Context: an optimization exercise on an open-source flow, tuned for small area and a short achievable clock period. The choices shown serve that exercise and are no tape-out recipe.
Where RTL was checked, it was by simulation tests only, not by an equivalence proof against the original.
The clock port is modelled as an ideal driver; clocking choices that lean on that would not hold on a real chip.
No activity file was given, so power comes from the tool's default toggle rates.

## fifo
module fifo
#
(
	parameter		depth = 60,
	parameter		width = 8
)
(
	input				clk,
	input				rst_n,
	input				wr_en,
	input	[width-1:0]	data_in,
	input				rd_en,
	output	[width-1:0]	data_out,
	output				full,
	output				empty
);
export LEC_CHECK = 0
export CAP_MARGIN = 20
export CORE_MARGIN = 2
export CORE_UTILIZATION = 65
export CTS_CLUSTER_DIAMETER = 60
export CTS_CLUSTER_SIZE = 30
export SETUP_SLACK_MARGIN = 1.5
export SLEW_MARGIN = 20
create_clock -name core_clock -period 3.2 [get_ports {clk}]
run.sh (not shown) runs the stock make flow with config.mk's settings and CLKGATE_MAP_FILE= SYNTH_SCRIPT=/design/flow/synth_recipe.tcl, a recipe that flattens the netlist after the stock synthesis.
The starting point finished clean.
Then changed:
SETUP_SLACK_MARGIN = 1.45   (was 1.5)
=>
- The changed run ran to the end with no violations
- final cell count falls by 1.8%
- via count falls by 1.4%
- design area falls by about 1.3%
- wire length falls by 2.2%
- power is about the same
Then changed:
==> flow/flow/run.sh (new file) <==
#!/bin/bash
set -euo pipefail
export POST_CTS_TCL="$PWD/flow/post_cts.tcl"
bash standard.sh > standard.log 2>&1
==> flow/flow/post_cts.tcl (new file) <==
set block [ord::get_db_block]
set removed 0
foreach inst [$block getInsts] {
  if {![string match "clkbuf_0_*" [$inst getName]]} { continue }
  set in_net ""
  set out_net ""
  foreach it [$inst getITerms] {
    if {[$it isInputSignal]} { set in_net [$it getNet] }
    if {[$it isOutputSignal]} { set out_net [$it getNet] }
  }
  if {$in_net eq "" || $out_net eq "" || [$in_net getName] ne "clk"} { continue }
  set loads {}
  foreach it [$out_net getITerms] {
    if {[$it getInst] ne $inst} { lappend loads $it }
  }
  set port_loads 0
  foreach it [$in_net getITerms] { incr port_loads }
  set after [expr {$port_loads - 1 + [llength $loads]}]
  if {$after > 4} {
    puts "post_cts: keeping [$inst getName]: the clock port would drive $after pins"
    continue
  }
  puts "post_cts: removing [$inst getName] ([[$inst getMaster] getName]); the clock port now drives $after pins"
  foreach it $loads {
    $it disconnect
    $it connect $in_net
  }
  foreach it [$inst getITerms] { $it disconnect }
  odb::dbInst_destroy $inst
  odb::dbNet_destroy $out_net
  incr removed
}
if {$removed} {
  estimate_parasitics -placement
  repair_timing_helper
  detailed_placement
  check_placement -verbose
  report_clock_latency
}
==> flow/standard.sh (new file) <==
#!/bin/bash
# synth_recipe.tcl (not shown) runs the flow's synth.tcl, then flattens the netlist and writes it again
# the make line also repeats each setting of config.mk as NAME=value (left out here)
make -C /OpenROAD-flow-scripts/flow DESIGN_CONFIG=/design/flow/config.mk WORK_HOME=/design/flow/orfs CLKGATE_MAP_FILE= SYNTH_SCRIPT=/design/flow/synth_recipe.tcl "${@:-finish}"
SETUP_SLACK_MARGIN = 1.5   (was 1.45)
removed: flow/run.sh
Effect:
- critical path depth goes up by 1
- setup slack gets better by 0.046 ns
- sequential power barely changes
- clock-buffer cell count goes down by 1
- hold slack gets worse by 0.0033 ns
- clock power goes down by about 2%
- global-route usage goes up by 0.29 points
- sequential cell count stays the same
Function was not checked in any run of this note: the RTL went through the layout flow alone.

---

fifo, a different RTL version from the one above (not shown whole).
Size in the first run: roughly 1200 cells after synthesis, ~590 flip-flops, roughly 22 I/O pins, roughly 22000 um2 of cells after synthesis.
Settings: LEC_CHECK=0, CAP_MARGIN=20, CORE_MARGIN=2, CORE_UTILIZATION=72, CTS_CLUSTER_DIAMETER=60, CTS_CLUSTER_SIZE=30, SETUP_SLACK_MARGIN=1.5, SLEW_MARGIN=20; clock period 3.2 ns.
standard.sh (not shown) runs the stock make flow with config.mk's settings and CLKGATE_MAP_FILE= SYNTH_SCRIPT=/design/flow/synth_recipe.tcl, a recipe that flattens the netlist after the stock synthesis.
==> flow/flow/run.sh <==
#!/bin/bash
set -euo pipefail
export POST_CTS_TCL="$PWD/flow/post_cts.tcl"
bash standard.sh > standard.log 2>&1
==> flow/flow/post_cts.tcl <==
set block [ord::get_db_block]
set removed 0
foreach inst [$block getInsts] {
  if {![string match "clkbuf_0_*" [$inst getName]]} { continue }
  set in_net ""
  set out_net ""
  foreach it [$inst getITerms] {
    if {[$it isInputSignal]} { set in_net [$it getNet] }
    if {[$it isOutputSignal]} { set out_net [$it getNet] }
  }
  if {$in_net eq "" || $out_net eq "" || [$in_net getName] ne "clk"} { continue }
  set loads {}
  foreach it [$out_net getITerms] {
    if {[$it getInst] ne $inst} { lappend loads $it }
  }
  set port_loads 0
  foreach it [$in_net getITerms] { incr port_loads }
  set after [expr {$port_loads - 1 + [llength $loads]}]
  if {$after > 4} {
    puts "post_cts: keeping [$inst getName]: the clock port would drive $after pins"
    continue
  }
  puts "post_cts: removing [$inst getName] ([[$inst getMaster] getName]); the clock port now drives $after pins"
  foreach it $loads {
    $it disconnect
    $it connect $in_net
  }
  foreach it [$inst getITerms] { $it disconnect }
  odb::dbInst_destroy $inst
  odb::dbNet_destroy $out_net
  incr removed
}
if {$removed} {
  estimate_parasitics -placement
  repair_timing_helper
  detailed_placement
  check_placement -verbose
  report_clock_latency
}
Next try:
Settings changed: CORE_UTILIZATION 72 to 65.
What happened: Combinational power goes up by about 3%; utilization goes down by 8.4 points; sequential share of layout area goes down by 0.15 points; maximum frequency goes up by 2.5%; power stays flat; area after synthesis is unchanged.

---

build 65:
Another version of the RTL of fifo (not shown whole).
Size in the first run: about 580 flip-flops, about 22 I/O pins, about 0.022 mm^2 of cells after synthesis.
clock: 3.2 ns
lec_check: 0
cap_margin: 20
core_margin: 2
core_utilization: 65
cts_cluster_diameter: 60
cts_cluster_size: 30
setup_slack_margin: 1.6
slew_margin: 20
Scripts as last shown in full above: flow/flow/run.sh, flow/flow/post_cts.tcl
Build 65: no failed stages, no open violations at the end
Changes in build 59 relative to build 65:
- CTS_CLUSTER_SIZE: 30 -> 24
- SETUP_SLACK_MARGIN: 1.6 -> 1.4
- CTS_CLUSTER_DIAMETER: 60 -> 80
==> flow/run.sh (new file) <==
#!/bin/bash
# synth_recipe.tcl (not shown) runs the flow's synth.tcl, then flattens the netlist and writes it again
# the make line also repeats each setting of config.mk as NAME=value (left out here)
make -C /OpenROAD-flow-scripts/flow DESIGN_CONFIG=/design/flow/config.mk WORK_HOME=/design/flow/orfs CLKGATE_MAP_FILE= SYNTH_SCRIPT=/design/flow/synth_recipe.tcl finish
removed: flow/flow/run.sh
removed: flow/flow/post_cts.tcl
removed: flow/standard.sh
--- outcome ---
- Every stage of the flow completed for build 59, and the final layout passed the timing, DRC and antenna checks.
- Build 65 consumes more power than build 59.
- The lower worst setup slack came out of build 59.
- Compared with build 65, build 59 degrades time the worst path needs with I/O delays and setup.
- [diff] leakage dissipation, build 59 relative to build 65: improvement
- Looking at wire length, build 59 sits below build 65.
- Build 59 vs. build 65: register share of total power went up 9.2 points; number of fill cells moved up.
#### Input delta (build 61 over build 59)
- CTS_CLUSTER_SIZE changed from 24 to 30
- CTS_CLUSTER_DIAMETER changed from 80 to 60
- SETUP_SLACK_MARGIN changed from 1.4 to 1.52
==> flow/flow/run.sh (new file) <==
#!/bin/bash
set -euo pipefail
export POST_CTS_TCL="$PWD/flow/post_cts.tcl"
bash standard.sh > standard.log 2>&1
==> flow/flow/post_cts.tcl (new file) <==
set block [ord::get_db_block]
set removed 0
foreach inst [$block getInsts] {
  if {![string match "clkbuf_0_*" [$inst getName]]} { continue }
  set in_net ""
  set out_net ""
  foreach it [$inst getITerms] {
    if {[$it isInputSignal]} { set in_net [$it getNet] }
    if {[$it isOutputSignal]} { set out_net [$it getNet] }
  }
  if {$in_net eq "" || $out_net eq "" || [$in_net getName] ne "clk"} { continue }
  set loads {}
  foreach it [$out_net getITerms] {
    if {[$it getInst] ne $inst} { lappend loads $it }
  }
  set port_loads 0
  foreach it [$in_net getITerms] { incr port_loads }
  set after [expr {$port_loads - 1 + [llength $loads]}]
  if {$after > 4} {
    puts "post_cts: keeping [$inst getName]: the clock port would drive $after pins"
    continue
  }
  puts "post_cts: removing [$inst getName] ([[$inst getMaster] getName]); the clock port now drives $after pins"
  foreach it $loads {
    $it disconnect
    $it connect $in_net
  }
  foreach it [$inst getITerms] { $it disconnect }
  odb::dbInst_destroy $inst
  odb::dbNet_destroy $out_net
  incr removed
}
if {$removed} {
  estimate_parasitics -placement
  repair_timing_helper
  detailed_placement
  check_placement -verbose
  report_clock_latency
}
==> flow/standard.sh (new file) <==
#!/bin/bash
# synth_recipe.tcl (not shown) runs the flow's synth.tcl, then flattens the netlist and writes it again
# the make line also repeats each setting of config.mk as NAME=value (left out here)
make -C /OpenROAD-flow-scripts/flow DESIGN_CONFIG=/design/flow/config.mk WORK_HOME=/design/flow/orfs CLKGATE_MAP_FILE= SYNTH_SCRIPT=/design/flow/synth_recipe.tcl "${@:-finish}"
removed: flow/run.sh
### Flow results
Across build 59 and build 61, none had a timing, DRC or antenna violation.
For build 61, the classification of the worst setup path was reg2reg, unlike build 59, where it was reg2out.
Number of cells on the critical path ends up higher on build 61.
Build 61 vs build 59 — areal power density over the cells rose 3.9%.
Non-clock buffer count (build 61 over build 59): increase, about 70%
What build 61 reported for design area has to be multiplied by 0.949 to get the figure for build 59.
The final reports for build 61 and build 59 show combined global-route utilization of all metal layers higher in the former.
Compared with build 59, build 61 instantiates a larger number of cells.

---

Setup of lane 4:
Another version of the RTL of fifo (not shown whole).
Size: roughly 590 flip-flops, about 22 I/O pins, ~0.022 sq mm of cells after synthesis.
Settings: LEC_CHECK=0, CAP_MARGIN=20, CORE_MARGIN=2, CORE_UTILIZATION=65, CTS_CLUSTER_DIAMETER=60, CTS_CLUSTER_SIZE=30, SETUP_SLACK_MARGIN=1.6, SLEW_MARGIN=20; clock period 3.2 ns.
==> flow/flow/run.sh <==
#!/bin/bash
set -euo pipefail
export POST_CTS_TCL="$PWD/flow/post_cts.tcl"
bash standard.sh > standard.log 2>&1
==> flow/flow/post_cts.tcl <==
set block [ord::get_db_block]
set removed 0
foreach inst [$block getInsts] {
  if {![string match "clkbuf_0_*" [$inst getName]]} { continue }
  set in_net ""
  set out_net ""
  foreach it [$inst getITerms] {
    if {[$it isInputSignal]} { set in_net [$it getNet] }
    if {[$it isOutputSignal]} { set out_net [$it getNet] }
  }
  if {$in_net eq "" || $out_net eq "" || [$in_net getName] ne "clk"} { continue }
  set loads {}
  foreach it [$out_net getITerms] {
    if {[$it getInst] ne $inst} { lappend loads $it }
  }
  set port_loads 0
  foreach it [$in_net getITerms] { incr port_loads }
  set after [expr {$port_loads - 1 + [llength $loads]}]
  if {$after > 4} {
    puts "post_cts: keeping [$inst getName]: the clock port would drive $after pins"
    continue
  }
  puts "post_cts: removing [$inst getName] ([[$inst getMaster] getName]); the clock port now drives $after pins"
  foreach it $loads {
    $it disconnect
    $it connect $in_net
  }
  foreach it [$inst getITerms] { $it disconnect }
  odb::dbInst_destroy $inst
  odb::dbNet_destroy $out_net
  incr removed
}
if {$removed} {
  estimate_parasitics -placement
  repair_timing_helper
  detailed_placement
  check_placement -verbose
  report_clock_latency
}
The following lists how lane 1 was set up differently from lane 4:
- SETUP_SLACK_MARGIN changed from 1.6 to 1.45
==> flow/run.sh (new file) <==
#!/bin/bash
# synth_recipe.tcl (not shown) runs the flow's synth.tcl, then flattens the netlist and writes it again
# the make line also repeats each setting of config.mk as NAME=value (left out here)
make -C /OpenROAD-flow-scripts/flow DESIGN_CONFIG=/design/flow/config.mk WORK_HOME=/design/flow/orfs CLKGATE_MAP_FILE= SYNTH_SCRIPT=/design/flow/synth_recipe.tcl finish
removed: flow/flow/run.sh
removed: flow/flow/post_cts.tcl
removed: flow/standard.sh
[summary]
Comparing lane 4 and lane 1, mean routed wirelength per cell is lower on lane 1.
Compared with lane 4, lane 1 shows a global-route usage that is 0.80 points lower.
Between lane 1 and lane 4, it is lane 1 whose cell area is lower, by 870 sq um.
Lane 1 vs. lane 4: fraction of area in multi-input gates went down by 0.56 points.
No run of this note included a check of the RTL's function; only the layout flow was run.

==> static timing again, ports no longer ideal <==
The flow's constraints put no driver on any port. The routed layouts listed below were extracted and timed again, unchanged, in two steps.
Step 1, drivers: a clkbuf_16 drives clk and a buf_2 each remaining input, both assumed.
Step 2, shift: input delay + t, output delay - t, t = (earliest + latest rising clock arrival at the registers) / 2. This alone moves slack from input paths to output paths.
Slacks: ideal / step 1 / step 2; pairs: ideal / step 1.
run | shift t [ns] | setup slack, ns | worst setup path after step 2 | clock arrival spread, ns
the first run of note 1 | 0.583 | 1.436 / 1.379 / 0.950 | input to register | 0.017 / 0.016
the second run of note 1 | 0.579 | 1.438 / 1.383 / 0.892 | input to register | 0.018 / 0.018
the third run of note 1 | 0.460 | 1.484 / 1.484 / 1.071 | input to register | 0.019 / 0.019
the first run of note 2 | 0.466 | 1.516 / 1.489 / 1.117 | input to register | 0.021 / 0.021
the second run of note 2 | 0.470 | 1.557 / 1.512 / 1.170 | input to register | 0.027 / 0.026
build 65 | 0.464 | 1.409 / 1.409 / 1.051 | input to register | 0.025 / 0.025
build 59 | 0.638 | 1.358 / 1.304 / 0.790 | input to register | 0.026 / 0.026
build 61 | 0.462 | 1.476 / 1.476 / 1.095 | input to register | 0.028 / 0.028
lane 4 | 0.468 | 1.521 / 1.510 / 1.176 | input to register | 0.031 / 0.032
lane 1 | 0.597 | 1.434 / 1.380 / 0.934 | input to register | 0.024 / 0.024
After both steps every run listed still meets setup and hold. The setup slack of build 59, which loses most, moves by -0.054 ns with the drivers and by -0.568 ns with both steps.
